Background: an optimization exercise with open tools, aiming at small area. Do not read the settings as production practice. The RTL was checked by simulation tests, not by an equivalence proof against the original design. Power is estimated from default activity; no workload was simulated.

==> flow/design.v <==
module ALU(input [7:0] a, b, input [3:0] oper, input clk,
           output reg [7:0] msb, lsb);
    wire [7:0] pp [0:7];
    wire [7:0] s  [0:7];    
    wire [6:0] c  [0:7];    
    wire [15:0] prod;
    genvar i, j, k;
    generate
        for (i = 0; i < 8; i = i + 1) begin : ppg
            assign pp[i] = a & {8{b[i]}};
        end
        assign s[0] = pp[0];
        assign c[0] = 7'h00;
        for (i = 1; i < 8; i = i + 1) begin : mrow
            for (j = 0; j < 7; j = j + 1) begin : mcl
                wire x = pp[i][j];
                wire y = s[i-1][j+1];
                wire z = c[i-1][j];
                assign s[i][j] = x ^ y ^ z;
                assign c[i][j] = (x & y) | (x & z) | (y & z);
            end
            assign s[i][7] = pp[i][7];
        end
        for (i = 0; i < 8; i = i + 1) begin : plo
            assign prod[i] = s[i][0];
        end
    endgenerate
    wire [7:0] fc;
    assign fc[0] = 1'b0;
    generate
        for (j = 0; j < 7; j = j + 1) begin : fadd
            wire x = s[7][j+1];
            wire y = c[7][j];
            assign prod[8+j] = x ^ y ^ fc[j];
            assign fc[j+1] = (x & y) | (x & fc[j]) | (y & fc[j]);
        end
    endgenerate
    assign prod[15] = fc[7];
    wire isdiv = (oper == 4'h3) | (oper == 4'h4);
    wire add   = (oper == 4'h0);
    wire gt    = (oper == 4'hE);
    wire [7:0] q;
    wire co;
    generate
        for (k = 7; k >= 0; k = k - 1) begin : row
            localparam integer W = 8 - k;
            wire [W-1:0] x;
            wire [W-1:0] bb;
            wire [W:0]   cc;
            wire [W-1:0] r;
            wire         qq;
            if (k == 7) begin : first
                assign x = a[7];
            end else begin : next
                assign x = {row[k+1].r, a[k]};
            end
            if (k == 0) begin : r0
                assign bb = b ^ {8{add}};
                assign cc[0] = ~(add | gt);
                assign qq = ~isdiv | cc[W];
                assign co = cc[W];
            end else begin : rk
                assign bb = b[W-1:0];
                assign cc[0] = 1'b1;
                assign qq = isdiv & ~|b[7:W] & cc[W];
            end
            for (j = 0; j < W; j = j + 1) begin : bt
                assign cc[j+1] = (x[j] & ~bb[j]) | (x[j] & cc[j]) | (~bb[j] & cc[j]);
                assign r[j] = x[j] ^ (qq & (~bb[j] ^ cc[j]));
            end
            assign q[k] = (k == 0) ? cc[W] : qq;
        end
    endgenerate
    wire [7:0] rem = row[0].r;
    always @(posedge clk) begin
        case (oper)
            4'h0: {msb, lsb} <= {7'h00, co, rem};
            4'h1: {msb, lsb} <= {{8{~co}}, rem};
            4'h2: {msb, lsb} <= prod;
            4'h3: {msb, lsb} <= {8'h00, q};
            4'h4: {msb, lsb} <= {8'h00, rem};
            4'h5: {msb, lsb} <= {8'h00, a & b};
            4'h6: {msb, lsb} <= {8'hFF, ~(a & b)};
            4'h7: {msb, lsb} <= {8'h00, a | b};
            4'h8: {msb, lsb} <= {8'hFF, ~(a | b)};
            4'h9: {msb, lsb} <= {8'h00, a ^ b};
            4'hA: {msb, lsb} <= {8'hFF, a ~^ b};
            4'hB: {msb, lsb} <= {8'hFF, ~a};
            4'hC: {msb, lsb} <= {7'h00, a, 1'b0};
            4'hD: {msb, lsb} <= {9'h000, a[7:1]};
            4'hE: {msb, lsb} <= {15'h0000, co};
            default: {msb, lsb} <= {15'h0000, ~co};
        endcase
    end
endmodule
==> flow/flow/run.sh <==
#!/bin/bash
# Own flow: the standard synthesis (kept for reference), then the
# hand-built netlist in flow/net.v (same registers, same names) in its place,
# then the standard layout from floorplan to finish. Port buffers are
# buf_1 cells.
set -euo pipefail
R=orfs/results/$FLOW_PLATFORM/ALU/base
bash standard.sh synth > std_synth.log 2>&1
cp $R/1_2_yosys.v std_1_2_yosys.v
cp flow/net.v $R/1_2_yosys.v
touch $R/1_2_yosys.v
bash standard.sh "BUFFER_PORTS_ARGS=-buffer_cell sky130_fd_sc_hd__buf_2" finish > layout.log 2>&1
==> flow/standard.sh <==
#!/bin/bash
# synth_recipe.tcl (not shown) runs the flow's synth.tcl, then flattens the netlist and writes it again
# the make line also repeats each setting of config.mk as NAME=value (left out here)
make -C /OpenROAD-flow-scripts/flow DESIGN_CONFIG=/design/flow/config.mk WORK_HOME=/design/flow/orfs CLKGATE_MAP_FILE= SYNTH_SCRIPT=/design/flow/synth_recipe.tcl "${@:-finish}"
==> flow/config.mk <==
export PLATFORM = sky130hd
export DESIGN_NAME = ALU
export DESIGN_NICKNAME = ALU
export VERILOG_FILES = /design/flow/design.v
export SDC_FILE = /design/flow/constraint.sdc
export NUM_CORES = 4
export LEC_CHECK = 0
export CAP_MARGIN = 0
export CORE_MARGIN = 2
export CORE_UTILIZATION = 40
export CTS_BUF_LIST = sky130_fd_sc_hd__clkbuf_4
export GPL_TIMING_DRIVEN = 0
export SETUP_SLACK_MARGIN = -0.8
export SLEW_MARGIN = 0
==> flow/constraint.sdc <==
create_clock -name core_clock -period 12.5 [get_ports {clk}]
set_input_delay 2.5000 -clock core_clock [delete_from_list [all_inputs] [get_ports {clk}]]
set_output_delay 2.5000 -clock core_clock [all_outputs]
set_load 0.01 [all_outputs]
Not shown: flow/flow/net.v
==> flow_summary.toml, run 1 <==
[status]
status = "finished clean"

[detailed_routing]
wirelength_um = 8910
drt-met1-wl_um = 3820
wl_per_cell_um = 14.5
dr.max_layer_used = "met4"
drc = 0
first_pass_iters = 5

[logic_synthesis]
syn-instance-count = 467
syn-num-nets = 536

[worst_setup_path]
cp_common_cell = "o21ai_1"
worst-path-max-fanout = 16
crit_arrival_ns = 12.16
crit_end = "lsb[0]$_DFF_P_"

[power_and_ir_drop]
seq-power_uw = 62.8
p_leak_uw = 0.00145
switching_share_pct = 45.8
power_density_nw_per_um2 = 90.5
netSwitchingPower_uw = 163
peakVddDrop_uv = 54.7
p_clk_share_pct = 7.8

[layout]
buffer_area_share_pct = 4.76
area_delta_synth_final_pct = 10.1
seq_area_um2 = 320
clkCellAreaFrac_pct = 0.667
layout_common_cells = "120 x nand2_1, 70 x nor2_1, 48 x fa_1, 36 x buf_2, 35 x xnor2_1"
antennaDiodeCount = 0
num-nonclk-buffers = 37
numSequentialCells = 16

[grt]
grt.met3_usage_pct = 2.27
use_met1_pct = 24.8
overflow = 0

[sta]
whs_ns = 2.67
fin_tns_setup_ns = 0
hold_violations = 0
finalCritPeriodShare_pct = 95.8
maxSlewHeadroom_pct = 27.6
worst_slack_ns = 0.519
fmax_ghz = 0.0835

[worst_hold_path]
hold_depth = 4

[die]
start_util_pct = 41.2

[cts]
root_buffer = "clkbuf_4"
clockBufferDepth = 2
==> run 2, diff against run 1 <==
==> flow/flow/net.v (replaced) <==
module ALU(a, b, oper, clk, msb, lsb);
input [7:0] a; input [7:0] b; input [3:0] oper; input clk;
output [7:0] msb; output [7:0] lsb;
wire n0,n2,n3,n4,n5,n6,n7,n8,n9,n10,n11,n12,n13,n14,n15,n16,n17,n18,n19,n20;
wire n21,n22,n23,n24,n25,n26,n27,n28,n29,n30,n31,n32,n33,n34,n35,n36,n37,n38,n39,n40;
wire n41,n42,n43,n44,n45,n46,n47,n48,n49,n50,n51,n52,n53,n54,n55,n56,n57,n58,n59,n60;
wire n61,n62,n63,n64,n65,n66,n67,n68,n69,n70,n71,n72,n73,n74,n75,n76,n77,n78,n79,n80;
wire n81,n82,n83,n84,n85,n86,n87,n88,n89,n90,n91,n92,n93,n94,n95,n96,n97,n98,n99,n100;
wire n101,n102,n103,n104,n105,n106,n107,n108,n109,n110,n111,n112,n113,n114,n115,n116,n117,n118,n119,n120;
wire n121,n122,n123,n124,n125,n126,n127,n128,n129,n130,n131,n132,n133,n134,n135,n136,n137,n138,n139,n140;
wire n141,n142,n143,n144,n145,n146,n147,n148,n149,n150,n151,n152,n153,n154,n155,n156,n157,n158,n159,n160;
wire n161,n162,n163,n164,n165,n166,n167,n168,n169,n170,n171,n172,n173,n174,n175,n176,n177,n178,n179,n180;
wire n181,n182,n183,n184,n185,n186,n187,n188,n189,n190,n191,n192,n193,n194,n195,n196,n197,n198,n199,n200;
wire n201,n202,n203,n204,n205,n206,n207,n208,n209,n210,n211,n212,n213,n214,n215,n216,n217,n218,n219,n220;
wire n221,n222,n223,n224,n225,n226,n227,n228,n229,n230,n231,n232,n233,n234,n235,n236,n237,n238,n239,n240;
wire n241,n242,n243,n244,n245,n246,n247,n248,n249,n250,n251,n252,n253,n254,n255,n256,n257,n258,n259,n260;
wire n261,n262,n263,n264,n265,n266,n267,n268,n269,n270,n271,n272,n273,n274,n275,n276,n277,n278,n279,n280;
wire n281,n282,n283,n284,n285,n286,n287,n288,n289,n290,n291,n292,n293,n294,n295,n296,n297,n298,n299,n300;
wire n301,n302,n303,n304,n305,n306,n307,n308,n309,n310,n311,n312,n313,n314,n315,n316,n317,n318,n319,n320;
wire n321,n322,n323,n324,n325,n326,n327,n328,n329,n330,n331,n332,n333,n334,n335,n336,n337,n338,n339,n340;
wire n341,n342,n343,n344,n345,n346,n347,n348,n349,n350,n351,n352,n353,n354,n355,n356,n357,n358,n359,n360;
wire n361,n362,n363,n364,n365,n366,n367,n368,n369,n370,n371,n372,n373,n374,n375,n376,n377,n378,n379,n380;
wire n381,n382,n383,n384,n385,n386,n387,n388,n389,n390,n391,n392,n393,n394,n395,n396,n397,n398,n399,n400;
wire n401,n402,n403,n404,n405,n406,n407,n408,n409,n410,n411,n412,n413,n414,n415,n416,n417,n418,n419,n420;
wire n421,n422,n423,n424,n425,n426,n427,n428,n429,n430,n431,n432,n433,n434,n435,n436,n437,n438,n439,n440;
wire n441,n442,n443,n444,n445,n446,n447,n448,n449,n450,n451,n452,n453,n454,n455,n456,n457,n458,n459,n460;
wire n461,n462,n463,n464,n465,n466,n467,n468,n469,n470,n471,n472,n473,n474,n475,n476,n477,n478,n479,n480;
wire n481,n482,n483,n484,n485,n486,n487,n488,n489,n490,n491,n492,n493;
sky130_fd_sc_hd__clkinv_1 g0(.A(b[3]),.Y(n2));
sky130_fd_sc_hd__clkinv_1 g1(.A(b[1]),.Y(n3));
sky130_fd_sc_hd__clkinv_1 g2(.A(b[0]),.Y(n0));
sky130_fd_sc_hd__clkinv_1 g3(.A(b[5]),.Y(n4));
sky130_fd_sc_hd__nor3_1 g4(.A(b[6]),.B(b[5]),.C(b[7]),.Y(n5));
sky130_fd_sc_hd__nor2_1 g5(.A(b[3]),.B(b[4]),.Y(n6));
sky130_fd_sc_hd__nand2_1 g6(.A(n5),.B(n6),.Y(n7));
sky130_fd_sc_hd__nor3_1 g7(.A(b[1]),.B(b[2]),.C(n7),.Y(n8));
sky130_fd_sc_hd__clkinv_1 g8(.A(a[7]),.Y(n9));
sky130_fd_sc_hd__a21oi_1 g9(.A1(n8),.A2(b[0]),.B1(n9),.Y(n10));
sky130_fd_sc_hd__clkinv_1 g10(.A(b[1]),.Y(n11));
sky130_fd_sc_hd__nor2_1 g11(.A(a[7]),.B(n11),.Y(n12));
sky130_fd_sc_hd__clkinv_1 g12(.A(b[0]),.Y(n13));
sky130_fd_sc_hd__clkinv_1 g13(.A(b[2]),.Y(n14));
sky130_fd_sc_hd__o2111ai_1 g14(.A1(a[6]),.A2(n13),.B1(n14),.C1(n6),.D1(n5),.Y(n15));
sky130_fd_sc_hd__nor2_1 g15(.A(n12),.B(n15),.Y(n16));
sky130_fd_sc_hd__o31ai_1 g16(.A1(n13),.A2(n12),.A3(n15),.B1(a[6]),.Y(n17));
sky130_fd_sc_hd__o21ai_0 g17(.A1(n11),.A2(n15),.B1(n10),.Y(n18));
sky130_fd_sc_hd__nor2_1 g18(.A(a[5]),.B(n13),.Y(n19));
sky130_fd_sc_hd__xor2_1 g19(.A(b[1]),.B(n19),.X(n20));
sky130_fd_sc_hd__nand2_1 g20(.A(n17),.B(n20),.Y(n21));
sky130_fd_sc_hd__nand2_1 g21(.A(n19),.B(b[1]),.Y(n22));
sky130_fd_sc_hd__nand2_1 g22(.A(n21),.B(n22),.Y(n23));
sky130_fd_sc_hd__a21oi_1 g23(.A1(n23),.A2(b[2]),.B1(n7),.Y(n24));
sky130_fd_sc_hd__o21ai_0 g24(.A1(b[2]),.A2(n23),.B1(n18),.Y(n25));
sky130_fd_sc_hd__and2_2 g25(.A(n24),.B(n25),.X(n26));
sky130_fd_sc_hd__o21a_1 g26(.A1(n13),.A2(a[7]),.B1(n8),.X(n27));
sky130_fd_sc_hd__clkinv_1 g27(.A(oper[1]),.Y(n28));
sky130_fd_sc_hd__nand2_1 g28(.A(n28),.B(oper[2]),.Y(n29));
sky130_fd_sc_hd__nand2_1 g29(.A(oper[1]),.B(oper[0]),.Y(n30));
sky130_fd_sc_hd__a21oi_1 g30(.A1(oper[0]),.A2(oper[2]),.B1(oper[3]),.Y(n31));
sky130_fd_sc_hd__a21boi_0 g31(.A1(n29),.A2(n30),.B1_N(n31),.Y(n32));
sky130_fd_sc_hd__clkinv_1 g32(.A(n32),.Y(n33));
sky130_fd_sc_hd__a31oi_1 g33(.A1(n11),.A2(n14),.A3(n13),.B1(n33),.Y(n34));
sky130_fd_sc_hd__a21oi_1 g34(.A1(n24),.A2(n34),.B1(n9),.Y(n35));
sky130_fd_sc_hd__nor2_1 g35(.A(a[1]),.B(n13),.Y(n36));
sky130_fd_sc_hd__nor2_1 g36(.A(a[2]),.B(n13),.Y(n37));
sky130_fd_sc_hd__nor2_1 g37(.A(a[3]),.B(n13),.Y(n38));
sky130_fd_sc_hd__nor2_1 g38(.A(a[4]),.B(n13),.Y(n39));
sky130_fd_sc_hd__nand3_1 g39(.A(n24),.B(n25),.C(n32),.Y(n40));
sky130_fd_sc_hd__o21ai_0 g40(.A1(n13),.A2(n40),.B1(a[5]),.Y(n41));
sky130_fd_sc_hd__nand4_1 g41(.A(n24),.B(n25),.C(n19),.D(n32),.Y(n42));
sky130_fd_sc_hd__nand2_1 g42(.A(n41),.B(n42),.Y(n43));
sky130_fd_sc_hd__or2_2 g43(.A(b[7]),.B(n33),.X(n44));
sky130_fd_sc_hd__nand2_1 g44(.A(n32),.B(n5),.Y(n45));
sky130_fd_sc_hd__nor2_1 g45(.A(b[6]),.B(n44),.Y(n46));
sky130_fd_sc_hd__nor2_1 g46(.A(b[4]),.B(n45),.Y(n47));
sky130_fd_sc_hd__nand4_1 g47(.A(n24),.B(n25),.C(n20),.D(n32),.Y(n48));
sky130_fd_sc_hd__clkinv_1 g48(.A(a[6]),.Y(n49));
sky130_fd_sc_hd__a31oi_1 g49(.A1(n16),.A2(b[0]),.A3(n32),.B1(n49),.Y(n50));
sky130_fd_sc_hd__nor2_1 g50(.A(n21),.B(n40),.Y(n51));
sky130_fd_sc_hd__a21oi_1 g51(.A1(n48),.A2(n50),.B1(n51),.Y(n52));
sky130_fd_sc_hd__clkinv_1 g52(.A(n53),.Y(n54));
sky130_fd_sc_hd__nor2_1 g53(.A(oper[0]),.B(oper[2]),.Y(n55));
sky130_fd_sc_hd__clkinv_1 g54(.A(n55),.Y(n56));
sky130_fd_sc_hd__clkinv_1 g55(.A(oper[1]),.Y(n57));
sky130_fd_sc_hd__clkinv_1 g56(.A(oper[3]),.Y(n58));
sky130_fd_sc_hd__nand2_1 g57(.A(n57),.B(n58),.Y(n59));
sky130_fd_sc_hd__nor2_1 g58(.A(n56),.B(n59),.Y(n60));
sky130_fd_sc_hd__clkinv_1 g59(.A(n60),.Y(n61));
sky130_fd_sc_hd__nor2_1 g60(.A(b[3]),.B(n61),.Y(n62));
sky130_fd_sc_hd__a21oi_1 g61(.A1(b[3]),.A2(n61),.B1(n62),.Y(n63));
sky130_fd_sc_hd__nor2_1 g62(.A(b[1]),.B(n61),.Y(n64));
sky130_fd_sc_hd__a21oi_1 g63(.A1(b[1]),.A2(n61),.B1(n64),.Y(n65));
sky130_fd_sc_hd__clkinv_1 g64(.A(oper[2]),.Y(n66));
sky130_fd_sc_hd__nor2_1 g65(.A(n57),.B(oper[3]),.Y(n67));
sky130_fd_sc_hd__nand3_1 g66(.A(oper[0]),.B(n66),.C(n67),.Y(n68));
sky130_fd_sc_hd__clkinv_1 g67(.A(n68),.Y(n69));
sky130_fd_sc_hd__nand2_1 g68(.A(b[6]),.B(n61),.Y(n70));
sky130_fd_sc_hd__o21ai_0 g69(.A1(b[6]),.A2(n61),.B1(n70),.Y(n71));
sky130_fd_sc_hd__nand2_1 g70(.A(b[4]),.B(n61),.Y(n72));
sky130_fd_sc_hd__o21ai_0 g71(.A1(b[4]),.A2(n61),.B1(n72),.Y(n73));
sky130_fd_sc_hd__nand2_1 g72(.A(b[2]),.B(n61),.Y(n74));
sky130_fd_sc_hd__o21ai_0 g73(.A1(b[2]),.A2(n61),.B1(n74),.Y(n75));
sky130_fd_sc_hd__clkinv_1 g74(.A(oper[0]),.Y(n76));
sky130_fd_sc_hd__nor3_1 g75(.A(n76),.B(oper[2]),.C(n59),.Y(n77));
sky130_fd_sc_hd__clkinv_1 g76(.A(n77),.Y(n78));
sky130_fd_sc_hd__nand2_1 g77(.A(n55),.B(n67),.Y(n79));
sky130_fd_sc_hd__nor2_1 g78(.A(n76),.B(n66),.Y(n80));
sky130_fd_sc_hd__clkinv_1 g79(.A(n80),.Y(n81));
sky130_fd_sc_hd__nor3_1 g80(.A(oper[1]),.B(n58),.C(n81),.Y(n82));
sky130_fd_sc_hd__nor4_1 g81(.A(oper[1]),.B(n58),.C(oper[0]),.D(n66),.Y(n83));
sky130_fd_sc_hd__nor2_1 g82(.A(b[5]),.B(n61),.Y(n84));
sky130_fd_sc_hd__a21oi_1 g83(.A1(b[5]),.A2(n61),.B1(n84),.Y(n85));
sky130_fd_sc_hd__nor2_1 g84(.A(n57),.B(n58),.Y(n86));
sky130_fd_sc_hd__clkinv_1 g85(.A(n86),.Y(n87));
sky130_fd_sc_hd__o22ai_1 g86(.A1(oper[2]),.A2(oper[3]),.B1(n66),.B2(n67),.Y(n88));
sky130_fd_sc_hd__a21oi_1 g87(.A1(oper[0]),.A2(n87),.B1(n88),.Y(n89));
sky130_fd_sc_hd__clkinv_1 g88(.A(n89),.Y(n90));
sky130_fd_sc_hd__a22oi_1 g89(.A1(n81),.A2(n87),.B1(oper[3]),.B2(n56),.Y(n91));
sky130_fd_sc_hd__nor3_1 g90(.A(n55),.B(n88),.C(n86),.Y(n92));
sky130_fd_sc_hd__nor2_1 g91(.A(n55),.B(n88),.Y(n93));
sky130_fd_sc_hd__clkinv_1 g92(.A(b[0]),.Y(n94));
sky130_fd_sc_hd__nand3_1 g93(.A(n76),.B(oper[2]),.C(n86),.Y(n95));
sky130_fd_sc_hd__nand2_1 g94(.A(n94),.B(n95),.Y(n96));
sky130_fd_sc_hd__o21ai_0 g95(.A1(n94),.A2(n95),.B1(n96),.Y(n97));
sky130_fd_sc_hd__nand2b_1 g96(.A_N(a[0]),.B(n96),.Y(n98));
sky130_fd_sc_hd__o221ai_1 g97(.A1(n94),.A2(n95),.B1(b[0]),.B2(n61),.C1(n98),.Y(n99));
sky130_fd_sc_hd__nor2_1 g98(.A(b[7]),.B(n61),.Y(n100));
sky130_fd_sc_hd__a21oi_1 g99(.A1(b[7]),.A2(n61),.B1(n100),.Y(n101));
sky130_fd_sc_hd__nor2_1 g100(.A(n81),.B(n87),.Y(n102));
sky130_fd_sc_hd__nand2_1 g101(.A(n68),.B(n95),.Y(n103));
sky130_fd_sc_hd__nor2_1 g102(.A(n59),.B(n80),.Y(n53));
sky130_fd_sc_hd__a211oi_1 g103(.A1(n82),.A2(a[1]),.B1(n104),.C1(n105),.Y(n106));
sky130_fd_sc_hd__a21oi_1 g104(.A1(n107),.A2(n108),.B1(n109),.Y(n110));
sky130_fd_sc_hd__a21oi_1 g105(.A1(n111),.A2(n112),.B1(n113),.Y(n114));
sky130_fd_sc_hd__a21oi_1 g106(.A1(n115),.A2(n116),.B1(n117),.Y(n118));
sky130_fd_sc_hd__a21oi_1 g107(.A1(n83),.A2(a[6]),.B1(n119),.Y(n120));
sky130_fd_sc_hd__a21oi_1 g108(.A1(n121),.A2(n122),.B1(n123),.Y(n124));
sky130_fd_sc_hd__a21oi_1 g109(.A1(n125),.A2(n126),.B1(n127),.Y(n128));
sky130_fd_sc_hd__a21oi_1 g110(.A1(n129),.A2(n130),.B1(n131),.Y(n132));
sky130_fd_sc_hd__a21oi_1 g111(.A1(n133),.A2(n134),.B1(n135),.Y(n136));
sky130_fd_sc_hd__a21oi_1 g112(.A1(n137),.A2(n138),.B1(n139),.Y(n140));
sky130_fd_sc_hd__a21oi_1 g113(.A1(n141),.A2(n142),.B1(n143),.Y(n144));
sky130_fd_sc_hd__a21oi_1 g114(.A1(n145),.A2(n146),.B1(n147),.Y(n148));
sky130_fd_sc_hd__a21oi_1 g115(.A1(n149),.A2(n150),.B1(n151),.Y(n152));
sky130_fd_sc_hd__a221oi_1 g116(.A1(n83),.A2(a[0]),.B1(n82),.B2(a[2]),.C1(n153),.Y(n154));
sky130_fd_sc_hd__a221oi_1 g117(.A1(n83),.A2(a[1]),.B1(n82),.B2(a[3]),.C1(n155),.Y(n156));
sky130_fd_sc_hd__a221oi_1 g118(.A1(n83),.A2(a[2]),.B1(n82),.B2(a[4]),.C1(n157),.Y(n158));
sky130_fd_sc_hd__a221oi_1 g119(.A1(n83),.A2(a[3]),.B1(n82),.B2(a[5]),.C1(n159),.Y(n160));
sky130_fd_sc_hd__a221oi_1 g120(.A1(n83),.A2(a[4]),.B1(n82),.B2(a[6]),.C1(n161),.Y(n162));
sky130_fd_sc_hd__a221oi_1 g121(.A1(n83),.A2(a[5]),.B1(n82),.B2(a[7]),.C1(n163),.Y(n164));
sky130_fd_sc_hd__a2bb2oi_1 g122(.A1_N(n79),.A2_N(n165),.B1(n69),.B2(n166),.Y(n167));
sky130_fd_sc_hd__a2bb2oi_1 g123(.A1_N(n79),.A2_N(n168),.B1(n69),.B2(n169),.Y(n170));
sky130_fd_sc_hd__a2bb2oi_1 g124(.A1_N(n79),.A2_N(n171),.B1(n69),.B2(n26),.Y(n172));
sky130_fd_sc_hd__a2bb2oi_1 g125(.A1_N(n79),.A2_N(n173),.B1(n69),.B2(n16),.Y(n174));
sky130_fd_sc_hd__a2bb2oi_1 g126(.A1_N(n79),.A2_N(n175),.B1(n69),.B2(n27),.Y(n176));
sky130_fd_sc_hd__buf_2 g127(.A(n177),.X(n178));
sky130_fd_sc_hd__fa_1 g128(.A(n179),.B(n180),.CIN(n181),.COUT(n182),.SUM(n183));
sky130_fd_sc_hd__fa_1 g129(.A(n184),.B(n185),.CIN(n186),.COUT(n187),.SUM(n188));
sky130_fd_sc_hd__fa_1 g130(.A(n189),.B(n190),.CIN(n191),.COUT(n192),.SUM(n193));
sky130_fd_sc_hd__fa_1 g131(.A(n194),.B(n195),.CIN(n196),.COUT(n197),.SUM(n198));
sky130_fd_sc_hd__fa_1 g132(.A(n199),.B(n200),.CIN(n201),.COUT(n202),.SUM(n203));
sky130_fd_sc_hd__fa_1 g133(.A(n204),.B(n205),.CIN(n206),.COUT(n207),.SUM(n208));
sky130_fd_sc_hd__fa_1 g134(.A(n209),.B(n210),.CIN(n211),.COUT(n212),.SUM(n213));
sky130_fd_sc_hd__fa_1 g135(.A(n214),.B(n215),.CIN(n216),.COUT(n217),.SUM(n218));
sky130_fd_sc_hd__fa_1 g136(.A(n219),.B(n193),.CIN(n220),.COUT(n221),.SUM(n222));
sky130_fd_sc_hd__fa_1 g137(.A(n223),.B(n198),.CIN(n192),.COUT(n224),.SUM(n225));
sky130_fd_sc_hd__fa_1 g138(.A(n226),.B(n203),.CIN(n197),.COUT(n227),.SUM(n228));
sky130_fd_sc_hd__fa_1 g139(.A(n229),.B(n208),.CIN(n202),.COUT(n230),.SUM(n231));
sky130_fd_sc_hd__fa_1 g140(.A(n232),.B(n233),.CIN(n234),.COUT(n235),.SUM(n236));
sky130_fd_sc_hd__fa_1 g141(.A(n237),.B(n238),.CIN(n207),.COUT(n239),.SUM(n240));
sky130_fd_sc_hd__fa_1 g142(.A(n241),.B(n218),.CIN(n212),.COUT(n242),.SUM(n171));
sky130_fd_sc_hd__fa_1 g143(.A(n243),.B(n222),.CIN(n217),.COUT(n244),.SUM(n245));
sky130_fd_sc_hd__fa_1 g144(.A(n246),.B(n225),.CIN(n221),.COUT(n247),.SUM(n248));
sky130_fd_sc_hd__fa_1 g145(.A(n249),.B(n228),.CIN(n224),.COUT(n250),.SUM(n251));
sky130_fd_sc_hd__fa_1 g146(.A(n252),.B(n231),.CIN(n227),.COUT(n253),.SUM(n254));
sky130_fd_sc_hd__fa_1 g147(.A(n255),.B(n240),.CIN(n230),.COUT(n256),.SUM(n257));
sky130_fd_sc_hd__fa_1 g148(.A(n258),.B(n259),.CIN(n239),.COUT(n260),.SUM(n261));
sky130_fd_sc_hd__fa_1 g149(.A(n262),.B(n245),.CIN(n242),.COUT(n263),.SUM(n173));
sky130_fd_sc_hd__fa_1 g150(.A(n264),.B(n248),.CIN(n244),.COUT(n265),.SUM(n266));
sky130_fd_sc_hd__fa_1 g151(.A(n267),.B(n268),.CIN(n269),.COUT(n191),.SUM(n270));
sky130_fd_sc_hd__fa_1 g152(.A(n271),.B(n251),.CIN(n247),.COUT(n272),.SUM(n273));
sky130_fd_sc_hd__fa_1 g153(.A(n274),.B(n254),.CIN(n250),.COUT(n275),.SUM(n276));
sky130_fd_sc_hd__fa_1 g154(.A(n277),.B(n257),.CIN(n253),.COUT(n278),.SUM(n279));
sky130_fd_sc_hd__fa_1 g155(.A(n280),.B(n261),.CIN(n256),.COUT(n281),.SUM(n282));
sky130_fd_sc_hd__fa_1 g156(.A(n283),.B(n284),.CIN(n260),.COUT(n285),.SUM(n286));
sky130_fd_sc_hd__fa_1 g157(.A(n287),.B(n266),.CIN(n263),.COUT(n288),.SUM(n175));
sky130_fd_sc_hd__fa_1 g158(.A(n289),.B(n273),.CIN(n265),.COUT(n290),.SUM(n291));
sky130_fd_sc_hd__fa_1 g159(.A(n292),.B(n276),.CIN(n272),.COUT(n293),.SUM(n294));
sky130_fd_sc_hd__fa_1 g160(.A(n295),.B(n279),.CIN(n275),.COUT(n296),.SUM(n297));
sky130_fd_sc_hd__fa_1 g161(.A(n298),.B(n282),.CIN(n278),.COUT(n299),.SUM(n300));
sky130_fd_sc_hd__fa_1 g162(.A(n301),.B(n302),.CIN(n303),.COUT(n196),.SUM(n190));
sky130_fd_sc_hd__fa_1 g163(.A(n304),.B(n286),.CIN(n281),.COUT(n305),.SUM(n306));
sky130_fd_sc_hd__fa_1 g164(.A(n307),.B(n308),.CIN(n285),.COUT(n309),.SUM(n310));
sky130_fd_sc_hd__fa_1 g165(.A(n294),.B(n290),.CIN(n311),.COUT(n312),.SUM(n313));
sky130_fd_sc_hd__fa_1 g166(.A(n297),.B(n293),.CIN(n312),.COUT(n314),.SUM(n315));
sky130_fd_sc_hd__fa_1 g167(.A(n300),.B(n296),.CIN(n314),.COUT(n316),.SUM(n317));
sky130_fd_sc_hd__fa_1 g168(.A(n306),.B(n299),.CIN(n316),.COUT(n318),.SUM(n319));
sky130_fd_sc_hd__fa_1 g169(.A(n310),.B(n305),.CIN(n318),.COUT(n320),.SUM(n321));
sky130_fd_sc_hd__fa_1 g170(.A(n322),.B(n309),.CIN(n320),.COUT(n323),.SUM(n324));
sky130_fd_sc_hd__fa_1 g171(.A(n325),.B(n326),.CIN(n327),.COUT(n201),.SUM(n195));
sky130_fd_sc_hd__fa_1 g172(.A(n328),.B(n329),.CIN(n330),.COUT(n206),.SUM(n200));
sky130_fd_sc_hd__fa_1 g173(.A(n331),.B(n188),.CIN(n182),.COUT(n211),.SUM(n168));
sky130_fd_sc_hd__fa_1 g174(.A(n332),.B(n236),.CIN(n187),.COUT(n216),.SUM(n210));
sky130_fd_sc_hd__fa_1 g175(.A(n333),.B(n270),.CIN(n235),.COUT(n220),.SUM(n215));
sky130_fd_sc_hd__mux2i_1 g176(.A0(n102),.A1(n103),.S(n178),.Y(n334));
sky130_fd_sc_hd__mux2i_1 g177(.A0(n77),.A1(n60),.S(n178),.Y(n335));
sky130_fd_sc_hd__mux4_1 g178(.A0(n89),.A1(n93),.A2(n92),.A3(n91),.S0(b[0]),.S1(a[0]),.X(n104));
sky130_fd_sc_hd__mux4_1 g179(.A0(n89),.A1(n93),.A2(n92),.A3(n91),.S0(b[1]),.S1(a[1]),.X(n153));
sky130_fd_sc_hd__mux4_1 g180(.A0(n89),.A1(n93),.A2(n92),.A3(n91),.S0(b[2]),.S1(a[2]),.X(n155));
sky130_fd_sc_hd__mux4_1 g181(.A0(n89),.A1(n93),.A2(n92),.A3(n91),.S0(b[3]),.S1(a[3]),.X(n157));
sky130_fd_sc_hd__mux4_1 g182(.A0(n89),.A1(n93),.A2(n92),.A3(n91),.S0(b[4]),.S1(a[4]),.X(n159));
sky130_fd_sc_hd__mux4_1 g183(.A0(n89),.A1(n93),.A2(n92),.A3(n91),.S0(b[5]),.S1(a[5]),.X(n161));
sky130_fd_sc_hd__mux4_1 g184(.A0(n89),.A1(n93),.A2(n92),.A3(n91),.S0(b[6]),.S1(a[6]),.X(n163));
sky130_fd_sc_hd__mux4_1 g185(.A0(n89),.A1(n93),.A2(n92),.A3(n91),.S0(b[7]),.S1(a[7]),.X(n119));
sky130_fd_sc_hd__nand2_1 g186(.A(a[0]),.B(b[0]),.Y(n336));
sky130_fd_sc_hd__nand2_1 g187(.A(a[1]),.B(b[0]),.Y(n337));
sky130_fd_sc_hd__nand2_1 g188(.A(a[2]),.B(b[1]),.Y(n338));
sky130_fd_sc_hd__nand2_1 g189(.A(n339),.B(n101),.Y(n340));
sky130_fd_sc_hd__nand2_1 g190(.A(n83),.B(a[7]),.Y(n341));
sky130_fd_sc_hd__nand2_1 g191(.A(n53),.B(n342),.Y(n343));
sky130_fd_sc_hd__nand2_1 g192(.A(n53),.B(n344),.Y(n345));
sky130_fd_sc_hd__nand2_1 g193(.A(n53),.B(n346),.Y(n347));
sky130_fd_sc_hd__nand2_1 g194(.A(n53),.B(n348),.Y(n349));
sky130_fd_sc_hd__nand2_1 g195(.A(n335),.B(n350),.Y(n351));
sky130_fd_sc_hd__nand2_1 g196(.A(a[3]),.B(b[1]),.Y(n352));
sky130_fd_sc_hd__nand2_1 g197(.A(a[4]),.B(b[1]),.Y(n353));
sky130_fd_sc_hd__nand2_1 g198(.A(a[5]),.B(b[1]),.Y(n354));
sky130_fd_sc_hd__nand2_1 g199(.A(a[6]),.B(b[1]),.Y(n355));
sky130_fd_sc_hd__nand2_1 g200(.A(a[7]),.B(b[1]),.Y(n329));
sky130_fd_sc_hd__nand2_1 g201(.A(a[0]),.B(b[2]),.Y(n179));
sky130_fd_sc_hd__nand2_1 g202(.A(a[1]),.B(b[2]),.Y(n184));
sky130_fd_sc_hd__nand2_1 g203(.A(a[2]),.B(b[2]),.Y(n232));
sky130_fd_sc_hd__nand2_1 g204(.A(a[3]),.B(b[2]),.Y(n267));
sky130_fd_sc_hd__nand2_1 g205(.A(a[2]),.B(b[0]),.Y(n356));
sky130_fd_sc_hd__nand2_1 g206(.A(a[4]),.B(b[2]),.Y(n301));
sky130_fd_sc_hd__nand2_1 g207(.A(a[5]),.B(b[2]),.Y(n325));
sky130_fd_sc_hd__nand2_1 g208(.A(a[6]),.B(b[2]),.Y(n328));
sky130_fd_sc_hd__nand2_1 g209(.A(a[7]),.B(b[2]),.Y(n205));
sky130_fd_sc_hd__nand2_1 g210(.A(a[0]),.B(b[3]),.Y(n331));
sky130_fd_sc_hd__nand2_1 g211(.A(a[1]),.B(b[3]),.Y(n332));
sky130_fd_sc_hd__nand2_1 g212(.A(a[2]),.B(b[3]),.Y(n333));
sky130_fd_sc_hd__nand2_1 g213(.A(a[3]),.B(b[3]),.Y(n189));
sky130_fd_sc_hd__nand2_1 g214(.A(a[4]),.B(b[3]),.Y(n194));
sky130_fd_sc_hd__nand2_1 g215(.A(a[5]),.B(b[3]),.Y(n199));
sky130_fd_sc_hd__nand2_1 g216(.A(a[3]),.B(b[0]),.Y(n357));
sky130_fd_sc_hd__nand2_1 g217(.A(a[6]),.B(b[3]),.Y(n204));
sky130_fd_sc_hd__nand2_1 g218(.A(a[7]),.B(b[3]),.Y(n238));
sky130_fd_sc_hd__nand2_1 g219(.A(a[0]),.B(b[4]),.Y(n209));
sky130_fd_sc_hd__nand2_1 g220(.A(a[1]),.B(b[4]),.Y(n214));
sky130_fd_sc_hd__nand2_1 g221(.A(a[2]),.B(b[4]),.Y(n219));
sky130_fd_sc_hd__nand2_1 g222(.A(a[3]),.B(b[4]),.Y(n223));
sky130_fd_sc_hd__nand2_1 g223(.A(a[4]),.B(b[4]),.Y(n226));
sky130_fd_sc_hd__nand2_1 g224(.A(a[5]),.B(b[4]),.Y(n229));
sky130_fd_sc_hd__nand2_1 g225(.A(a[6]),.B(b[4]),.Y(n237));
sky130_fd_sc_hd__nand2_1 g226(.A(a[7]),.B(b[4]),.Y(n259));
sky130_fd_sc_hd__nand2_1 g227(.A(a[4]),.B(b[0]),.Y(n358));
sky130_fd_sc_hd__nand2_1 g228(.A(a[0]),.B(b[5]),.Y(n241));
sky130_fd_sc_hd__nand2_1 g229(.A(a[1]),.B(b[5]),.Y(n243));
sky130_fd_sc_hd__nand2_1 g230(.A(a[2]),.B(b[5]),.Y(n246));
sky130_fd_sc_hd__nand2_1 g231(.A(a[3]),.B(b[5]),.Y(n249));
sky130_fd_sc_hd__nand2_1 g232(.A(a[4]),.B(b[5]),.Y(n252));
sky130_fd_sc_hd__nand2_1 g233(.A(a[5]),.B(b[5]),.Y(n255));
sky130_fd_sc_hd__nand2_1 g234(.A(a[6]),.B(b[5]),.Y(n258));
sky130_fd_sc_hd__nand2_1 g235(.A(a[7]),.B(b[5]),.Y(n284));
sky130_fd_sc_hd__nand2_1 g236(.A(a[0]),.B(b[6]),.Y(n262));
sky130_fd_sc_hd__nand2_1 g237(.A(a[1]),.B(b[6]),.Y(n264));
sky130_fd_sc_hd__nand2_1 g238(.A(a[5]),.B(b[0]),.Y(n359));
sky130_fd_sc_hd__nand2_1 g239(.A(a[2]),.B(b[6]),.Y(n271));
sky130_fd_sc_hd__nand2_1 g240(.A(a[3]),.B(b[6]),.Y(n274));
sky130_fd_sc_hd__nand2_1 g241(.A(a[4]),.B(b[6]),.Y(n277));
sky130_fd_sc_hd__nand2_1 g242(.A(a[5]),.B(b[6]),.Y(n280));
sky130_fd_sc_hd__nand2_1 g243(.A(a[6]),.B(b[6]),.Y(n283));
sky130_fd_sc_hd__nand2_1 g244(.A(a[7]),.B(b[6]),.Y(n308));
sky130_fd_sc_hd__nand2_1 g245(.A(a[0]),.B(b[7]),.Y(n287));
sky130_fd_sc_hd__nand2_1 g246(.A(a[1]),.B(b[7]),.Y(n289));
sky130_fd_sc_hd__nand2_1 g247(.A(a[2]),.B(b[7]),.Y(n292));
sky130_fd_sc_hd__nand2_1 g248(.A(a[3]),.B(b[7]),.Y(n295));
sky130_fd_sc_hd__nand2_1 g249(.A(a[6]),.B(b[0]),.Y(n360));
sky130_fd_sc_hd__nand2_1 g250(.A(a[4]),.B(b[7]),.Y(n298));
sky130_fd_sc_hd__nand2_1 g251(.A(a[5]),.B(b[7]),.Y(n304));
sky130_fd_sc_hd__nand2_1 g252(.A(a[6]),.B(b[7]),.Y(n307));
sky130_fd_sc_hd__nand2_1 g253(.A(a[7]),.B(b[7]),.Y(n322));
sky130_fd_sc_hd__nand2_1 g254(.A(n43),.B(n3),.Y(n361));
sky130_fd_sc_hd__nand2_1 g255(.A(n52),.B(b[2]),.Y(n107));
sky130_fd_sc_hd__nand2_1 g256(.A(n35),.B(n2),.Y(n362));
sky130_fd_sc_hd__nand2_1 g257(.A(n363),.B(n3),.Y(n364));
sky130_fd_sc_hd__nand2_1 g258(.A(n365),.B(b[2]),.Y(n111));
sky130_fd_sc_hd__nand2_1 g259(.A(n366),.B(n2),.Y(n367));
sky130_fd_sc_hd__nand2_1 g260(.A(a[7]),.B(b[0]),.Y(n368));
sky130_fd_sc_hd__nand2_1 g261(.A(n369),.B(b[4]),.Y(n121));
sky130_fd_sc_hd__nand2_1 g262(.A(n169),.B(b[0]),.Y(n370));
sky130_fd_sc_hd__nand2_1 g263(.A(n169),.B(n371),.Y(n372));
sky130_fd_sc_hd__nand2_1 g264(.A(n169),.B(n373),.Y(n374));
sky130_fd_sc_hd__nand2_1 g265(.A(n169),.B(n375),.Y(n376));
sky130_fd_sc_hd__nand2_1 g266(.A(n169),.B(n377),.Y(n378));
sky130_fd_sc_hd__nand2_1 g267(.A(n379),.B(n3),.Y(n380));
sky130_fd_sc_hd__nand2_1 g268(.A(n381),.B(b[2]),.Y(n125));
sky130_fd_sc_hd__nand2_1 g269(.A(n382),.B(n2),.Y(n383));
sky130_fd_sc_hd__nand2_1 g270(.A(n384),.B(b[4]),.Y(n129));
sky130_fd_sc_hd__nand2_1 g271(.A(a[0]),.B(b[1]),.Y(n385));
sky130_fd_sc_hd__nand2_1 g272(.A(n386),.B(n4),.Y(n387));
sky130_fd_sc_hd__nand2_1 g273(.A(n388),.B(n3),.Y(n389));
sky130_fd_sc_hd__nand2_1 g274(.A(n390),.B(b[2]),.Y(n133));
sky130_fd_sc_hd__nand2_1 g275(.A(n391),.B(n2),.Y(n392));
sky130_fd_sc_hd__nand2_1 g276(.A(n393),.B(b[4]),.Y(n137));
sky130_fd_sc_hd__nand2_1 g277(.A(n394),.B(n4),.Y(n395));
sky130_fd_sc_hd__nand2_1 g278(.A(n396),.B(b[6]),.Y(n141));
sky130_fd_sc_hd__nand2_1 g279(.A(n166),.B(b[0]),.Y(n397));
sky130_fd_sc_hd__nand2_1 g280(.A(n166),.B(n398),.Y(n399));
sky130_fd_sc_hd__nand2_1 g281(.A(n166),.B(n400),.Y(n401));
sky130_fd_sc_hd__nand2_1 g282(.A(a[1]),.B(b[1]),.Y(n402));
sky130_fd_sc_hd__nand2_1 g283(.A(n166),.B(n403),.Y(n404));
sky130_fd_sc_hd__nand2_1 g284(.A(n166),.B(n405),.Y(n406));
sky130_fd_sc_hd__nand2_1 g285(.A(n166),.B(n407),.Y(n408));
sky130_fd_sc_hd__nand2_1 g286(.A(n166),.B(n409),.Y(n410));
sky130_fd_sc_hd__nand2_1 g287(.A(n411),.B(n65),.Y(n412));
sky130_fd_sc_hd__nand2_1 g288(.A(n413),.B(n75),.Y(n145));
sky130_fd_sc_hd__nand2_1 g289(.A(n414),.B(n63),.Y(n415));
sky130_fd_sc_hd__nand2_1 g290(.A(n416),.B(n73),.Y(n149));
sky130_fd_sc_hd__nand2_1 g291(.A(n417),.B(n85),.Y(n418));
sky130_fd_sc_hd__nand2_1 g292(.A(n419),.B(n71),.Y(n115));
sky130_fd_sc_hd__nand2_2 g293(.A(n47),.B(n420),.Y(n421));
sky130_fd_sc_hd__nand2_2 g294(.A(n46),.B(n422),.Y(n423));
sky130_fd_sc_hd__nand3_1 g295(.A(n343),.B(n424),.C(n156),.Y(n425));
sky130_fd_sc_hd__nand3_1 g296(.A(n345),.B(n426),.C(n160),.Y(n427));
sky130_fd_sc_hd__nand3_1 g297(.A(n347),.B(n174),.C(n164),.Y(n428));
sky130_fd_sc_hd__nand3_1 g298(.A(n349),.B(n334),.C(n106),.Y(n429));
sky130_fd_sc_hd__nor2_1 g299(.A(n43),.B(n3),.Y(n430));
sky130_fd_sc_hd__nor2_1 g300(.A(n52),.B(b[2]),.Y(n109));
sky130_fd_sc_hd__nor2_1 g301(.A(n369),.B(b[4]),.Y(n123));
sky130_fd_sc_hd__nor2_1 g302(.A(n379),.B(n3),.Y(n431));
sky130_fd_sc_hd__nor2_1 g303(.A(n381),.B(b[2]),.Y(n127));
sky130_fd_sc_hd__nor2_1 g304(.A(n382),.B(n2),.Y(n432));
sky130_fd_sc_hd__nor2_1 g305(.A(n384),.B(b[4]),.Y(n131));
sky130_fd_sc_hd__nor2_1 g306(.A(n386),.B(n4),.Y(n433));
sky130_fd_sc_hd__nor2_1 g307(.A(n423),.B(n0),.Y(n434));
sky130_fd_sc_hd__nor2_1 g308(.A(n423),.B(n435),.Y(n436));
sky130_fd_sc_hd__nor2_1 g309(.A(n423),.B(n437),.Y(n438));
sky130_fd_sc_hd__nor2_1 g310(.A(n423),.B(n439),.Y(n440));
sky130_fd_sc_hd__nor2_1 g311(.A(n35),.B(n2),.Y(n441));
sky130_fd_sc_hd__nor2_1 g312(.A(n423),.B(n442),.Y(n443));
sky130_fd_sc_hd__nor2_1 g313(.A(n423),.B(n444),.Y(n445));
sky130_fd_sc_hd__nor2_1 g314(.A(n388),.B(n3),.Y(n446));
sky130_fd_sc_hd__nor2_1 g315(.A(n390),.B(b[2]),.Y(n135));
sky130_fd_sc_hd__nor2_1 g316(.A(n391),.B(n2),.Y(n447));
sky130_fd_sc_hd__nor2_1 g317(.A(n393),.B(b[4]),.Y(n139));
sky130_fd_sc_hd__nor2_1 g318(.A(n394),.B(n4),.Y(n448));
sky130_fd_sc_hd__nor2_1 g319(.A(n396),.B(b[6]),.Y(n143));
sky130_fd_sc_hd__nor2_1 g320(.A(n411),.B(n65),.Y(n449));
sky130_fd_sc_hd__nor2_1 g321(.A(n413),.B(n75),.Y(n147));
sky130_fd_sc_hd__nor2_1 g322(.A(n421),.B(n0),.Y(n450));
sky130_fd_sc_hd__nor2_1 g323(.A(n414),.B(n63),.Y(n451));
sky130_fd_sc_hd__nor2_1 g324(.A(n416),.B(n73),.Y(n151));
sky130_fd_sc_hd__nor2_1 g325(.A(n417),.B(n85),.Y(n452));
sky130_fd_sc_hd__nor2_1 g326(.A(n419),.B(n71),.Y(n117));
sky130_fd_sc_hd__nor2_1 g327(.A(n339),.B(n101),.Y(n453));
sky130_fd_sc_hd__nor2_1 g328(.A(n454),.B(n97),.Y(n455));
sky130_fd_sc_hd__nor2_1 g329(.A(n454),.B(n456),.Y(n457));
sky130_fd_sc_hd__nor2_1 g330(.A(n454),.B(n458),.Y(n459));
sky130_fd_sc_hd__nor2_1 g331(.A(n454),.B(n460),.Y(n461));
sky130_fd_sc_hd__nor2_1 g332(.A(n454),.B(n462),.Y(n463));
sky130_fd_sc_hd__nor2_1 g333(.A(n421),.B(n464),.Y(n465));
sky130_fd_sc_hd__nor2_1 g334(.A(n454),.B(n466),.Y(n467));
sky130_fd_sc_hd__nor2_1 g335(.A(n454),.B(n468),.Y(n469));
sky130_fd_sc_hd__nor2_1 g336(.A(n454),.B(n470),.Y(n471));
sky130_fd_sc_hd__nor2_1 g337(.A(n79),.B(n336),.Y(n105));
sky130_fd_sc_hd__nor2_1 g338(.A(n421),.B(n472),.Y(n473));
sky130_fd_sc_hd__nor2_1 g339(.A(n421),.B(n474),.Y(n475));
sky130_fd_sc_hd__nor2_1 g340(.A(n363),.B(n3),.Y(n476));
sky130_fd_sc_hd__nor2_1 g341(.A(n365),.B(b[2]),.Y(n113));
sky130_fd_sc_hd__nor2_1 g342(.A(n366),.B(n2),.Y(n477));
sky130_fd_sc_hd__nor2_2 g343(.A(n45),.B(n124),.Y(n169));
sky130_fd_sc_hd__nor2_2 g344(.A(n44),.B(n144),.Y(n166));
sky130_fd_sc_hd__nor2_2 g345(.A(n33),.B(n177),.Y(n454));
sky130_fd_sc_hd__o211a_1 g346(.A1(n79),.A2(n478),.B1(n90),.C1(n341),.X(n350));
sky130_fd_sc_hd__o211ai_1 g347(.A1(n54),.A2(n479),.B1(n167),.C1(n154),.Y(n480));
sky130_fd_sc_hd__o211ai_1 g348(.A1(n54),.A2(n481),.B1(n170),.C1(n158),.Y(n482));
sky130_fd_sc_hd__o211ai_1 g349(.A1(n54),.A2(n483),.B1(n172),.C1(n162),.Y(n484));
sky130_fd_sc_hd__o211ai_1 g350(.A1(n54),.A2(n485),.B1(n176),.C1(n120),.Y(n486));
sky130_fd_sc_hd__o21ai_1 g351(.A1(n430),.A2(n39),.B1(n361),.Y(n108));
sky130_fd_sc_hd__o21ai_1 g352(.A1(n441),.A2(n110),.B1(n362),.Y(n420));
sky130_fd_sc_hd__o21ai_1 g353(.A1(n449),.A2(n99),.B1(n412),.Y(n146));
sky130_fd_sc_hd__o21ai_1 g354(.A1(n451),.A2(n148),.B1(n415),.Y(n150));
sky130_fd_sc_hd__o21ai_1 g355(.A1(n452),.A2(n152),.B1(n418),.Y(n116));
sky130_fd_sc_hd__o21ai_1 g356(.A1(n453),.A2(n118),.B1(n340),.Y(n177));
sky130_fd_sc_hd__o21ai_1 g357(.A1(n476),.A2(n38),.B1(n364),.Y(n112));
sky130_fd_sc_hd__o21ai_1 g358(.A1(n477),.A2(n114),.B1(n367),.Y(n122));
sky130_fd_sc_hd__o21ai_1 g359(.A1(n431),.A2(n37),.B1(n380),.Y(n126));
sky130_fd_sc_hd__o21ai_1 g360(.A1(n432),.A2(n128),.B1(n383),.Y(n130));
sky130_fd_sc_hd__o21ai_1 g361(.A1(n433),.A2(n132),.B1(n387),.Y(n422));
sky130_fd_sc_hd__o21ai_1 g362(.A1(n446),.A2(n36),.B1(n389),.Y(n134));
sky130_fd_sc_hd__o21ai_1 g363(.A1(n447),.A2(n136),.B1(n392),.Y(n138));
sky130_fd_sc_hd__o21ai_1 g364(.A1(n448),.A2(n140),.B1(n395),.Y(n142));
sky130_fd_sc_hd__o221ai_1 g365(.A1(n78),.A2(n178),.B1(n79),.B2(n313),.C1(n90),.Y(n487));
sky130_fd_sc_hd__o221ai_1 g366(.A1(n78),.A2(n178),.B1(n79),.B2(n315),.C1(n90),.Y(n488));
sky130_fd_sc_hd__o221ai_1 g367(.A1(n78),.A2(n178),.B1(n79),.B2(n317),.C1(n90),.Y(n489));
sky130_fd_sc_hd__o221ai_1 g368(.A1(n78),.A2(n178),.B1(n79),.B2(n319),.C1(n90),.Y(n490));
sky130_fd_sc_hd__o221ai_1 g369(.A1(n78),.A2(n178),.B1(n79),.B2(n321),.C1(n90),.Y(n491));
sky130_fd_sc_hd__o221ai_1 g370(.A1(n78),.A2(n178),.B1(n79),.B2(n324),.C1(n90),.Y(n492));
sky130_fd_sc_hd__o221ai_1 g371(.A1(n78),.A2(n178),.B1(n79),.B2(n323),.C1(n90),.Y(n493));
sky130_fd_sc_hd__o22a_1 g372(.A1(n68),.A2(n423),.B1(n79),.B2(n183),.X(n424));
sky130_fd_sc_hd__o22a_1 g373(.A1(n68),.A2(n421),.B1(n79),.B2(n213),.X(n426));
sky130_fd_sc_hd__or2_1 g374(.A(n385),.B(n337),.X(n181));
sky130_fd_sc_hd__or2_1 g375(.A(n402),.B(n356),.X(n186));
sky130_fd_sc_hd__or2_1 g376(.A(n338),.B(n357),.X(n234));
sky130_fd_sc_hd__or2_1 g377(.A(n352),.B(n358),.X(n269));
sky130_fd_sc_hd__or2_1 g378(.A(n353),.B(n359),.X(n303));
sky130_fd_sc_hd__or2_1 g379(.A(n354),.B(n360),.X(n327));
sky130_fd_sc_hd__or2_1 g380(.A(n355),.B(n368),.X(n330));
sky130_fd_sc_hd__or2_1 g381(.A(n291),.B(n288),.X(n311));
sky130_fd_sc_hd__xnor2_1 g382(.A(n385),.B(n337),.Y(n165));
sky130_fd_sc_hd__xnor2_1 g383(.A(n402),.B(n356),.Y(n180));
sky130_fd_sc_hd__xnor2_1 g384(.A(n52),.B(n473),.Y(n366));
sky130_fd_sc_hd__xnor2_1 g385(.A(b[3]),.B(n110),.Y(n474));
sky130_fd_sc_hd__xnor2_1 g386(.A(n35),.B(n475),.Y(n369));
sky130_fd_sc_hd__xnor2_1 g387(.A(a[3]),.B(n370),.Y(n379));
sky130_fd_sc_hd__xnor2_1 g388(.A(b[2]),.B(n112),.Y(n373));
sky130_fd_sc_hd__xnor2_1 g389(.A(b[4]),.B(n122),.Y(n377));
sky130_fd_sc_hd__xnor2_1 g390(.A(b[1]),.B(n37),.Y(n435));
sky130_fd_sc_hd__xnor2_1 g391(.A(n379),.B(n436),.Y(n390));
sky130_fd_sc_hd__xnor2_1 g392(.A(n381),.B(n438),.Y(n391));
sky130_fd_sc_hd__xnor2_1 g393(.A(b[3]),.B(n128),.Y(n439));
sky130_fd_sc_hd__xnor2_1 g394(.A(n338),.B(n357),.Y(n185));
sky130_fd_sc_hd__xnor2_1 g395(.A(n382),.B(n440),.Y(n393));
sky130_fd_sc_hd__xnor2_1 g396(.A(n384),.B(n443),.Y(n394));
sky130_fd_sc_hd__xnor2_1 g397(.A(b[5]),.B(n132),.Y(n444));
sky130_fd_sc_hd__xnor2_1 g398(.A(n386),.B(n445),.Y(n396));
sky130_fd_sc_hd__xnor2_1 g399(.A(a[1]),.B(n397),.Y(n411));
sky130_fd_sc_hd__xnor2_1 g400(.A(b[2]),.B(n134),.Y(n400));
sky130_fd_sc_hd__xnor2_1 g401(.A(b[4]),.B(n138),.Y(n405));
sky130_fd_sc_hd__xnor2_1 g402(.A(b[6]),.B(n142),.Y(n409));
sky130_fd_sc_hd__xnor2_1 g403(.A(n411),.B(n457),.Y(n479));
sky130_fd_sc_hd__xnor2_1 g404(.A(n413),.B(n459),.Y(n342));
sky130_fd_sc_hd__xnor2_1 g405(.A(n352),.B(n358),.Y(n233));
sky130_fd_sc_hd__xnor2_1 g406(.A(n414),.B(n461),.Y(n481));
sky130_fd_sc_hd__xnor2_1 g407(.A(n416),.B(n463),.Y(n344));
sky130_fd_sc_hd__xnor2_1 g408(.A(n417),.B(n467),.Y(n483));
sky130_fd_sc_hd__xnor2_1 g409(.A(n419),.B(n469),.Y(n346));
sky130_fd_sc_hd__xnor2_1 g410(.A(n339),.B(n471),.Y(n485));
sky130_fd_sc_hd__xnor2_1 g411(.A(n353),.B(n359),.Y(n268));
sky130_fd_sc_hd__xnor2_1 g412(.A(n354),.B(n360),.Y(n302));
sky130_fd_sc_hd__xnor2_1 g413(.A(n355),.B(n368),.Y(n326));
sky130_fd_sc_hd__xnor2_1 g414(.A(n291),.B(n288),.Y(n478));
sky130_fd_sc_hd__xnor2_1 g415(.A(b[1]),.B(n39),.Y(n464));
sky130_fd_sc_hd__xnor2_1 g416(.A(n43),.B(n465),.Y(n365));
sky130_fd_sc_hd__xor2_1 g417(.A(a[4]),.B(n450),.X(n363));
sky130_fd_sc_hd__xor2_1 g418(.A(b[2]),.B(n108),.X(n472));
sky130_fd_sc_hd__xor2_1 g419(.A(b[4]),.B(n130),.X(n442));
sky130_fd_sc_hd__xor2_1 g420(.A(b[1]),.B(n36),.X(n398));
sky130_fd_sc_hd__xor2_1 g421(.A(n388),.B(n399),.X(n413));
sky130_fd_sc_hd__xor2_1 g422(.A(n390),.B(n401),.X(n414));
sky130_fd_sc_hd__xor2_1 g423(.A(b[3]),.B(n136),.X(n403));
sky130_fd_sc_hd__xor2_1 g424(.A(n391),.B(n404),.X(n416));
sky130_fd_sc_hd__xor2_1 g425(.A(n393),.B(n406),.X(n417));
sky130_fd_sc_hd__xor2_1 g426(.A(b[5]),.B(n140),.X(n407));
sky130_fd_sc_hd__xor2_1 g427(.A(n394),.B(n408),.X(n419));
sky130_fd_sc_hd__xor2_1 g428(.A(n396),.B(n410),.X(n339));
sky130_fd_sc_hd__xor2_1 g429(.A(b[1]),.B(n38),.X(n371));
sky130_fd_sc_hd__xor2_1 g430(.A(a[0]),.B(n455),.X(n348));
sky130_fd_sc_hd__xor2_1 g431(.A(n65),.B(n99),.X(n456));
sky130_fd_sc_hd__xor2_1 g432(.A(n75),.B(n146),.X(n458));
sky130_fd_sc_hd__xor2_1 g433(.A(n63),.B(n148),.X(n460));
sky130_fd_sc_hd__xor2_1 g434(.A(n73),.B(n150),.X(n462));
sky130_fd_sc_hd__xor2_1 g435(.A(n85),.B(n152),.X(n466));
sky130_fd_sc_hd__xor2_1 g436(.A(n71),.B(n116),.X(n468));
sky130_fd_sc_hd__xor2_1 g437(.A(n101),.B(n118),.X(n470));
sky130_fd_sc_hd__xor2_1 g438(.A(n363),.B(n372),.X(n381));
sky130_fd_sc_hd__xor2_1 g439(.A(n365),.B(n374),.X(n382));
sky130_fd_sc_hd__xor2_1 g440(.A(b[3]),.B(n114),.X(n375));
sky130_fd_sc_hd__xor2_1 g441(.A(n366),.B(n376),.X(n384));
sky130_fd_sc_hd__xor2_1 g442(.A(n369),.B(n378),.X(n386));
sky130_fd_sc_hd__xor2_1 g443(.A(a[2]),.B(n434),.X(n388));
sky130_fd_sc_hd__xor2_1 g444(.A(b[2]),.B(n126),.X(n437));
sky130_fd_sc_hd__dfxtp_1 \lsb[0]$_DFF_P_ (.CLK(clk),.D(n429),.Q(lsb[0]));
sky130_fd_sc_hd__dfxtp_1 \lsb[1]$_DFF_P_ (.CLK(clk),.D(n480),.Q(lsb[1]));
sky130_fd_sc_hd__dfxtp_1 \lsb[2]$_DFF_P_ (.CLK(clk),.D(n425),.Q(lsb[2]));
sky130_fd_sc_hd__dfxtp_1 \lsb[3]$_DFF_P_ (.CLK(clk),.D(n482),.Q(lsb[3]));
sky130_fd_sc_hd__dfxtp_1 \lsb[4]$_DFF_P_ (.CLK(clk),.D(n427),.Q(lsb[4]));
sky130_fd_sc_hd__dfxtp_1 \lsb[5]$_DFF_P_ (.CLK(clk),.D(n484),.Q(lsb[5]));
sky130_fd_sc_hd__dfxtp_1 \lsb[6]$_DFF_P_ (.CLK(clk),.D(n428),.Q(lsb[6]));
sky130_fd_sc_hd__dfxtp_1 \lsb[7]$_DFF_P_ (.CLK(clk),.D(n486),.Q(lsb[7]));
sky130_fd_sc_hd__dfxtp_1 \msb[0]$_DFF_P_ (.CLK(clk),.D(n351),.Q(msb[0]));
sky130_fd_sc_hd__dfxtp_1 \msb[1]$_DFF_P_ (.CLK(clk),.D(n487),.Q(msb[1]));
sky130_fd_sc_hd__dfxtp_1 \msb[2]$_DFF_P_ (.CLK(clk),.D(n488),.Q(msb[2]));
sky130_fd_sc_hd__dfxtp_1 \msb[3]$_DFF_P_ (.CLK(clk),.D(n489),.Q(msb[3]));
sky130_fd_sc_hd__dfxtp_1 \msb[4]$_DFF_P_ (.CLK(clk),.D(n490),.Q(msb[4]));
sky130_fd_sc_hd__dfxtp_1 \msb[5]$_DFF_P_ (.CLK(clk),.D(n491),.Q(msb[5]));
sky130_fd_sc_hd__dfxtp_1 \msb[6]$_DFF_P_ (.CLK(clk),.D(n492),.Q(msb[6]));
sky130_fd_sc_hd__dfxtp_1 \msb[7]$_DFF_P_ (.CLK(clk),.D(n493),.Q(msb[7]));
endmodule
==> run 2 against run 1 <==
Net effect:
- routed wire length fell by 0.75%
- design area fell by 0.70%
- sequential power barely moved
- combinational power barely moved
- still clean on timing, DRC and antenna
- final cell count fell by 0.98%
- clock power fell by 7.1%
==> flow_summary.toml, run 2 <==
[status]
status = "finished clean"

[grt]
overflow = 0
grt_pass1_wl_um = 15400
antenna_found_initial = 0
grt_use_met2_pct = 33.1
busiest_layer = "met2"
grt.total_usage_pct = 19.3
grt_start_max_net_pins = 28
grt_pass1_vias = 3224
use_met1_pct = 26.1
grt.met3_usage_pct = 1.72

[logic_synthesis]
syn_avg_cell_area_um2 = 7.72
syn-instance-count = 461
yosys_warnings = 1
syn-num-nets = 530
syn_area_um2 = 3560

[detailed_routing]
wirelength_um = 8840
viasPerCell = 5.36
routed-via-count = 3262
antenna_left = 0
drc = 0
first_pass_iters = 4
drt-initial-drc-count = 147
wl_per_cell_um = 14.5

[layout]
drive_above_1_share_pct = 9.98
fin_nets = 572
area_delta_synth_final_pct = 9.91
final_common_cell = "nand2_1"
antennaDiodeCount = 0
fillers = 917
layout_common_cells = "122 x nand2_1, 67 x nor2_1, 48 x fa_1, 37 x buf_2, 35 x xnor2_1"

[sta]
timing.final.setup_violations = 0
worst_slew_pin_slew_ns = 1.31
worst_slack_ns = 0.727
fin_crit_ns = 11.77
fmax_ghz = 0.0849
slew_violations = 0
hold_violations = 0
finalCritPeriodShare_pct = 94.2
maxSlewHeadroom_pct = 12.1

[power_and_ir_drop]
p_int_uw = 192
combPwrFrac_pct = 74.8
p_seq_share_pct = 17.8
power_density_nw_per_um2 = 90.2
p_clk_share_pct = 7.4
switching_share_pct = 45.6
netSwitchingPower_uw = 161
p_leak_uw = 0.00143
power_uw = 353
peakVddDrop_uv = 34.9

[worst_hold_path]
hp-class = "input port to flip-flop"

[die]
io_pins = 37
floorplan.die_area_um2 = 9670
die-height_um = 98.4
core_region_area_um2 = 8680
start_util_pct = 41.0
die_x_um = 98.4
fp-row-count = 34

[run]
drv_cap = 0

[worst_setup_path]
required_ns = 12.68
cp_common_cell = "o21ai_1"
start_kind = "input port"
crit_arrival_ns = 11.95
end_kind = "flip-flop"
path_class = "input port to flip-flop"
crit_path_max_incr_delay_ns = 0.32
crit_slowest_cell = "buf_2"
worst-path-max-fanout = 17

[cts]
htree_levels = 1
cts_hold_buf = 0
root_buffer = "clkbuf_4"
clockBufferDepth = 2
cts_tree = "done"
cts.sinks = 16
cts_buffers = 3
path_clk_slew_ns = 0.08

[placement]
place.port_buffers = 36
gp_congestion = 0.875
place_ws_ns = 0.163
hpwl_um = 7000
==> run 2: changes by cell type in the layout (fill, tap and decap cells not counted), sizes merged, moves of 3 or more <==
cell    delta
nor3       -4
o21ai      -7
o21a       -7
nor2       -3
o221ai     +7
==> run 2: cell type report <==
class                      count  area (um2)  share of cell area (%)
clock buffer                   3        22.5                   0.575
timing repair buffer          37         188                    4.80
inverter                      24        93.8                    2.40
multi-input combinational    420        3150                    80.5
tap                          108         135                    3.45
sequential                    16         320                    8.18
buffer                         1        5.00                   0.128
==> run 2: power by group through the flow <==
stage          clock network [uW]  registers (uW)  logic (uW)
2_1_floorplan                   0            69.7         191
3_3_place_gp                    0            64.0         263
3_5_place_dp                    0            64.2         268
4_1_cts                      27.0            63.0         268
5_1_grt                      29.5            63.7         305
6_report                     26.0            62.8         264
==> run 2: per-stage QoR <==
stage | util (%) | instance area, um2 | std cells | hold slack, ns | setup TNS, ns
3_5_place_dp | 44.7 | 3880 | 605 | 2.90 | 0
6_report | 45.1 | 3910 | 609 | 2.67 | 0
4_1_cts | 44.9 | 3900 | 608 | 2.66 | 0
2_1_floorplan | - | 3560 | 461 | 2.64 | 0
5_1_grt | 45.1 | 3910 | 609 | 2.72 | -9.75
3_3_place_gp | 44.7 | 3880 | 605 | 2.89 | 0
==> run 2: final timing paths <==
check / slack, ns / from / endpoint / depth (start not counted)
max: 0.73 / b[0] / lsb[0]$_DFF_P_ / 55
min: 2.67 / a[1] / lsb[0]$_DFF_P_ / 3
==> run 2: critical path, delay by kind of cell <==
| kind | cells | cell delay (ns) |
|---|---|---|
| buffers and inverters | 3 | 0.86 |
| multiplexers | 1 | 0.22 |
| AND/OR/NAND/NOR | 18 | 2.20 |
| XOR/XNOR | 4 | 1.08 |
| AO/OA/AOI/OAI | 29 | 5.03 |
==> run 2: what timing repair did <==
action / CTS / global route
gates resized for setup: 0 / 3
buffers inserted: 0 / 1
endpoints found under the setup margin: 0 / 16
==> run 2: layer usage <==
layer / vias up / part of all wire, %
met5: - / 0
met4: 0 / 1.3
met3: 9 / 4.5
met2: 69 / 49
met1: 1555 / 45
li1: 1629 / -

afterwards: timing with drivers on the ports:
The flow's constraints put no driver on any port. The routed layouts listed below were extracted and timed again, unchanged, in two steps.
Step 1, drivers: a clkbuf_16 drives clk and a buf_2 each remaining input, both assumed.
Step 2 moves the port delays by t, midway between the first and last clock arrival at a register: inputs arrive t later, outputs are due t later. That takes back most of the time a late clock gives input paths.
Three values: ideal, step 1, step 2; two values: the first two.
run	t (ns)	slack for setup (ns)	latest minus earliest clock arrival (ns)	worst register clock-pin slew, ns	worst data-port slew with drivers (ns)
run 1	0.310	0.519 / 0.525 / 0.215	0.004 / 0.004	0.09 / 0.09	0.03
run 2	0.305	0.727 / 0.730 / 0.425	0.002 / 0.002	0.08 / 0.08	0.03
After both steps setup and hold are still met in every run listed. For run 1, which loses most, drivers alone change the setup slack by +0.006 ns; drivers and shift together by -0.304 ns.
